Context: an optimization exercise on an open-source flow, tuned for small area and a short achievable clock period. The choices shown serve that exercise and are no tape-out recipe.
At most, simulation tests tie the RTL to the original design; equivalence was not proved.
Power and IR drop assume default switching activity.

## lane 1
==> flow/design.v <==
module pfx_add #(parameter N = 23) (a, b, cin, s, cout);
  input  [N-1:0] a;
  input  [N-1:0] b;
  input          cin;
  output [N-1:0] s;
  output         cout;
  localparam L = (N > 16) ? 5 : (N > 8) ? 4 : (N > 4) ? 3 : (N > 2) ? 2 : 1;
  wire [N-1:0] p = a ^ b;
  wire [N-1:0] g [0:L];
  wire [N-1:0] t [0:L];
  assign g[0] = (a & b) | {{(N-1){1'b0}}, p[0] & cin};
  assign t[0] = p;
  genvar l, i;
  generate
    for (l = 0; l < L; l = l + 1) begin : lev
      for (i = 0; i < N; i = i + 1) begin : bt
        if ((i >> l) & 1) begin : cmb
          localparam integer J = ((i >> l) << l) - 1;
          assign g[l+1][i] = g[l][i] | (t[l][i] & g[l][J]);
          assign t[l+1][i] = t[l][i] & t[l][J];
        end else begin : pas
          assign g[l+1][i] = g[l][i];
          assign t[l+1][i] = t[l][i];
        end
      end
    end
  endgenerate
  assign s    = p ^ {g[L][N-2:0], cin};
  assign cout = g[L][N-1];
endmodule
module fp_adder (clk, rst, A, B, res);
  input clk;
  input rst;
  input [31:0] A;
  input [31:0] B;
  output reg [31:0] res;
  wire [7:0] eA = A[30:23];
  wire [7:0] eB = B[30:23];
  wire [7:0] ep = eA ^ ~eB;
  wire [7:0] eg [0:3];
  wire [7:0] et [0:3];
  assign eg[0] = eA & ~eB;
  assign et[0] = ep;
  genvar l, i;
  generate
    for (l = 0; l < 3; l = l + 1) begin : elev
      for (i = 0; i < 8; i = i + 1) begin : ebit
        if ((i >> l) & 1) begin : cmb
          localparam integer J = ((i >> l) << l) - 1;
          assign eg[l+1][i] = eg[l][i] | (et[l][i] & eg[l][J]);
          assign et[l+1][i] = et[l][i] & et[l][J];
        end else begin : pas
          assign eg[l+1][i] = eg[l][i];
          assign et[l+1][i] = et[l][i];
        end
      end
    end
  endgenerate
  wire       gt   = eg[3][7];
  wire [7:0] d_ab = ep ^ {eg[3][6:0] | et[3][6:0], 1'b1};
  wire [7:0] d_ba = ~(ep ^ {eg[3][6:0], 1'b0});
  wire [7:0] d    = gt ? d_ab : d_ba;
  reg  [22:0] l1;      
  reg  [22:0] m1;      
  reg  [4:0]  d1;      
  reg         big1;    
  reg  [7:0]  e1;      
  reg         s1;      
  reg         sub1;    
  always @(posedge clk) begin
    l1   <= gt ? A[22:0] : B[22:0];
    m1   <= gt ? B[22:0] : A[22:0];
    d1   <= d[4:0];
    big1 <= |d[7:5];
    e1   <= gt ? eA : eB;
    s1   <= gt ? A[31] : B[31];
    sub1 <= A[31] ^ B[31];
  end
  wire [22:0] sh   = big1 ? 23'd0 : (m1 >> d1);
  wire        d0   = (d1 == 5'd0) & ~big1;
  wire        lnz  = |l1;
  wire        mnz  = |m1;
  wire        e255 = &e1;
  wire        nan  = e255 & (lnz | (d0 & mnz));
  wire        z    = (e1 == 8'd0) & ~lnz;
  reg  [22:0] l2;
  reg  [22:0] m2;
  reg  [7:0]  e2;
  reg         s2;
  reg         sub2;
  always @(posedge clk) begin
    l2   <= e255 ? 23'd0 : l1;
    m2   <= e255 ? {22'd0, nan | (d0 & sub1)} : sh;
    e2   <= e1;
    s2   <= nan ? 1'b0 : s1 ^ (d0 & sub1 & (e255 | (z & mnz)));
    sub2 <= sub1 & ~e255 & ~z;
  end
  wire [22:0] sum;
  wire        cout;
  pfx_add #(23) add (.a(l2), .b(m2 ^ {23{sub2}}), .cin(sub2), .s(sum), .cout(cout));
  reg  [23:0] S3;
  reg  [7:0]  e3;
  reg         s3;
  always @(posedge clk) begin
    S3 <= {cout ^ sub2, sum};
    e3 <= e2;
    s3 <= s2;
  end
  wire [7:0]  einc;
  genvar k;
  generate
    for (k = 0; k < 8; k = k + 1) begin : inc
      if (k == 0) begin : b0
        assign einc[0] = ~e3[0];
      end else begin : bk
        assign einc[k] = e3[k] ^ (&e3[k-1:0]);
      end
    end
  endgenerate
  wire [7:0]  eo  = S3[23] ? einc : e3;
  wire [22:0] fo  = S3[23] ? S3[23:1] : S3[22:0];
  wire        clr = S3[23] ? (e3 == 8'd127) : (e3 == 8'd128);
  always @(posedge clk or negedge rst) begin
    if (!rst)
      res <= 32'd0;
    else
      res <= {s3, eo, clr ? 23'd0 : fo};
  end
endmodule
export LEC_CHECK = 0
export ABC_AREA = 1
export CAP_MARGIN = 20
export CORE_MARGIN = 2
export CORE_UTILIZATION = 55
export CTS_BUF_LIST = sky130_fd_sc_hd__clkbuf_8
export CTS_CLUSTER_SIZE = 40
export SETUP_SLACK_MARGIN = 2.9
export SLEW_MARGIN = 20
create_clock -name core_clock -period 5.0 [get_ports {clk}]
standard.sh (not shown) runs the stock make flow with config.mk's settings and CLKGATE_MAP_FILE= SYNTH_SCRIPT=/design/flow/synth_recipe.tcl, a recipe that flattens the netlist after the stock synthesis.
==> flow/flow/run.sh <==
#!/bin/bash
# Standard layout with two changes: adders are left to ABC instead of the
# full/half adder cells, and the port buffers are buf_2 instead of delay cells.
export ADDER_MAP_FILE=
export BUFFER_PORTS_ARGS="-buffer_cell sky130_fd_sc_hd__buf_2"
bash standard.sh > standard.log 2>&1
Both conditions hold for lane 1: the flow ran to the end and the final layout passed the timing, design-rule and antenna checks.
Here is what was changed in the inputs of lane 2 compared with lane 1.
-- flow/config.mk --
<<< lane 1, line 10
export CORE_MARGIN = 2
export CORE_UTILIZATION = 55
export CTS_BUF_LIST = sky130_fd_sc_hd__clkbuf_8
export CTS_CLUSTER_SIZE = 40
export SETUP_SLACK_MARGIN = 2.9
export SLEW_MARGIN = 20
>>> lane 2, line 10
export CORE_MARGIN = 2
export CORE_UTILIZATION = 55
export SETUP_SLACK_MARGIN = 3.0
export SLEW_MARGIN = 20
==> notes.md <==
When lane 2 is measured against lane 1, its multi-input gate share of the layout cell area turns out 0.85 points lower.
Looking at met2 track demand over resource, lane 2 sits 3.3 points above lane 1.
| register-to-register setup slack | higher: lane 2 |
A origin of the worst setup path of B[28] is what lane 1 shows, while B[27] belongs to lane 2.
Core utilization is higher on lane 2
Input-level comparison between lane 3 and lane 2:
-- flow/config.mk --
<<< lane 2, line 10
export CORE_MARGIN = 2
export CORE_UTILIZATION = 55
export SETUP_SLACK_MARGIN = 3.0
export SLEW_MARGIN = 20
>>> lane 3, line 10
export CORE_MARGIN = 2
export CORE_UTILIZATION = 55
export CTS_BUF_LIST = sky130_fd_sc_hd__clkbuf_8
export CTS_CLUSTER_SIZE = 40
export SETUP_SLACK_MARGIN = 3.0
export SLEW_MARGIN = 20
Notes after the runs:
Comparing lane 2 with lane 3, the clock input transition at the sequential cells of the worst setup and hold paths came out essentially unchanged. Lane 3 vs lane 2: number of clock buffers in the layout down. Lane 3 ended up with a higher minimum period implied by the final worst setup slack than lane 2 did. Total power shrinks by a little under 10% when moving from lane 2 to lane 3. Lane 3 has met1 routing resource usage after global routing below what lane 2 had. Both conditions hold for lane 3: the flow ran to the end and the final layout passed the timing, design-rule and antenna checks.

* * *

## harbor
Another version of the RTL of fp_adder (not shown whole).
For scale: ~1200 cells after synthesis, ~180 flip-flops, ~98 I/O pins, about 0.0084 mm² of cells after synthesis.
Settings: LEC_CHECK=0, ABC_AREA=1, CAP_MARGIN=20, CORE_MARGIN=2, CORE_UTILIZATION=40, SLEW_MARGIN=20; clock period 5.0 ns.
==> flow/flow/run.sh <==
#!/bin/bash
# Standard layout, but adders left to ABC instead of the full/half adder cells.
export ADDER_MAP_FILE=
bash standard.sh > standard.log 2>&1
harbor: flow completed, timing, DRC and antenna clean
[inputs] onyx vs harbor
Settings: swapping 40 for 55 in CORE_UTILIZATION; putting SETUP_SLACK_MARGIN at 3.0 where nothing was set.
==> flow/flow/run.sh <==
#!/bin/bash
# Standard layout with two changes: adders are left to ABC instead of the
# full/half adder cells, and the port buffers are buf_2 instead of delay cells.
export ADDER_MAP_FILE=
export BUFFER_PORTS_ARGS="-buffer_cell sky130_fd_sc_hd__buf_2"
bash standard.sh > standard.log 2>&1
==> comparison <==
Going from harbor to onyx, non-clock buffer count grows by 48.
On onyx: global-route usage over all layers is 6.3 points higher than what harbor gave.
harbor and onyx ended up with roughly the same wire length of the first global-routing pass.
Compared with harbor, onyx instantiates a smaller number of standard cells.
Diff harbor -> onyx: sequential share of layout area shrank by 2.5 points, number of iterations in the first detailed-routing pass shrank by 1, area of the multi-input gates grew by 460 µm².
Inputs modified between onyx and tundra:
Settings: CORE_UTILIZATION changed from 55 to 40; SETUP_SLACK_MARGIN removed (was 3.0).
==> flow/run.sh (new file) <==
#!/bin/bash
# synth_recipe.tcl (not shown) runs the flow's synth.tcl, then flattens the netlist and writes it again
# the make line also repeats each setting of config.mk as NAME=value (left out here)
make -C /OpenROAD-flow-scripts/flow DESIGN_CONFIG=/design/flow/config.mk WORK_HOME=/design/flow/orfs CLKGATE_MAP_FILE= SYNTH_SCRIPT=/design/flow/synth_recipe.tcl finish
removed: flow/flow/run.sh
removed: flow/standard.sh
### Flow results
- Going from onyx to tundra, post-CTS resize count shrinks by 44.
- In the tables for onyx and tundra, synthesized cell count reads lower with tundra.
- Comparing onyx and tundra, the higher headroom to the max-slew limit was measured on onyx.
- NOTE: critical path depth in tundra falls short of that of onyx
- met1 usage in global routing was lower in the run labelled tundra.
- Global-route usage (lower): tundra
- Global routing usage on met3 for tundra is lower than for onyx.
- On register area, onyx and tundra are basically level.
- Maximum frequency, tundra vs onyx: down by more than a quarter
- onyx vs tundra, standard cell with the maximum stage delay on the critical path: buf_12 vs clkdlybuf4s50_1
- Relative to onyx, logic gate share of total power decreased by 1.7 points in tundra.
- tundra reports its capture point of the critical path as m1[10] while onyx reports d1[2].
- Delta(non-clock buffer count, tundra - onyx) < 0
--- input diff tundra..violet ---
Settings: CORE_UTILIZATION now 55, was 40; SETUP_SLACK_MARGIN now 3.3, previously not set.
==> flow/flow/run.sh (new file) <==
#!/bin/bash
# Standard layout with two changes: adders are left to ABC instead of the
# full/half adder cells, and the port buffers are buf_2 instead of delay cells.
export ADDER_MAP_FILE=
export BUFFER_PORTS_ARGS="-buffer_cell sky130_fd_sc_hd__buf_2"
bash standard.sh > standard.log 2>&1
==> flow/standard.sh (new file) <==
#!/bin/bash
# synth_recipe.tcl (not shown) runs the flow's synth.tcl, then flattens the netlist and writes it again
# the make line also repeats each setting of config.mk as NAME=value (left out here)
make -C /OpenROAD-flow-scripts/flow DESIGN_CONFIG=/design/flow/config.mk WORK_HOME=/design/flow/orfs CLKGATE_MAP_FILE= SYNTH_SCRIPT=/design/flow/synth_recipe.tcl "${@:-finish}"
removed: flow/run.sh
### Flow results
- Relative to tundra, total power increased by about 6% in violet.
- Diff tundra -> violet: instance count on the critical path climbed 1; combinational power climbed 30%; total length of routed wires higher.
- Count of non-CTS buffers in the layout (lower): tundra
- Run comparison: violet capture point of the worst path d1[4]; tundra capture point of the worst path m1[10]
- Looking at initial core utilization, violet sits above tundra.
- Worst hold slack essentially unchanged between tundra and violet.
- Summary of the comparison: endpoint required time on the critical path is higher in violet, relative to tundra.
- Buffers plus inverters on the worst setup path (violet over tundra): decrease, 1
No functional check of the RTL was part of any run of this note.

separate check: timing with driven ports:
Ports are ideal in the flow. The routed layouts listed here were re-timed in OpenROAD. Step 1: set_driving_cell puts a clkbuf_16 on clk and a buf_2 on each other input, an assumption about the parent block. Step 2 adds t to the input delays and takes it off the output delays; t is the mean of the earliest and latest rising clock arrival at the registers after step 1. Input paths then give back, and output paths get back, about the clock's delay inside the block. Slacks: no drivers / after step 1 / after step 2; pairs: no drivers / after step 1.
run | shift t [ns] | setup WS [ns] | worst setup path at the end | pins driven straight from the clock port
lane 1 | 0.502 | 2.907 / 2.926 / 2.424 | input to register | 1
lane 2 | 0.465 | 2.907 / 2.885 / 2.421 | input to register | 1
lane 3 | 0.500 | 2.901 / 2.882 / 2.382 | input to register | 1
harbor | 0.460 | 2.027 / 2.040 / 1.580 | input to register | 1
onyx | 0.465 | 2.907 / 2.885 / 2.421 | input to register | 1
tundra | 0.470 | 1.711 / 1.732 / 1.263 | input to register | 1
violet | 0.473 | 2.854 / 2.847 / 2.375 | input to register | 1
After both steps every run listed still meets setup and hold. For lane 3, which loses most, drivers alone change the setup slack by -0.019 ns; drivers and shift together by -0.519 ns.
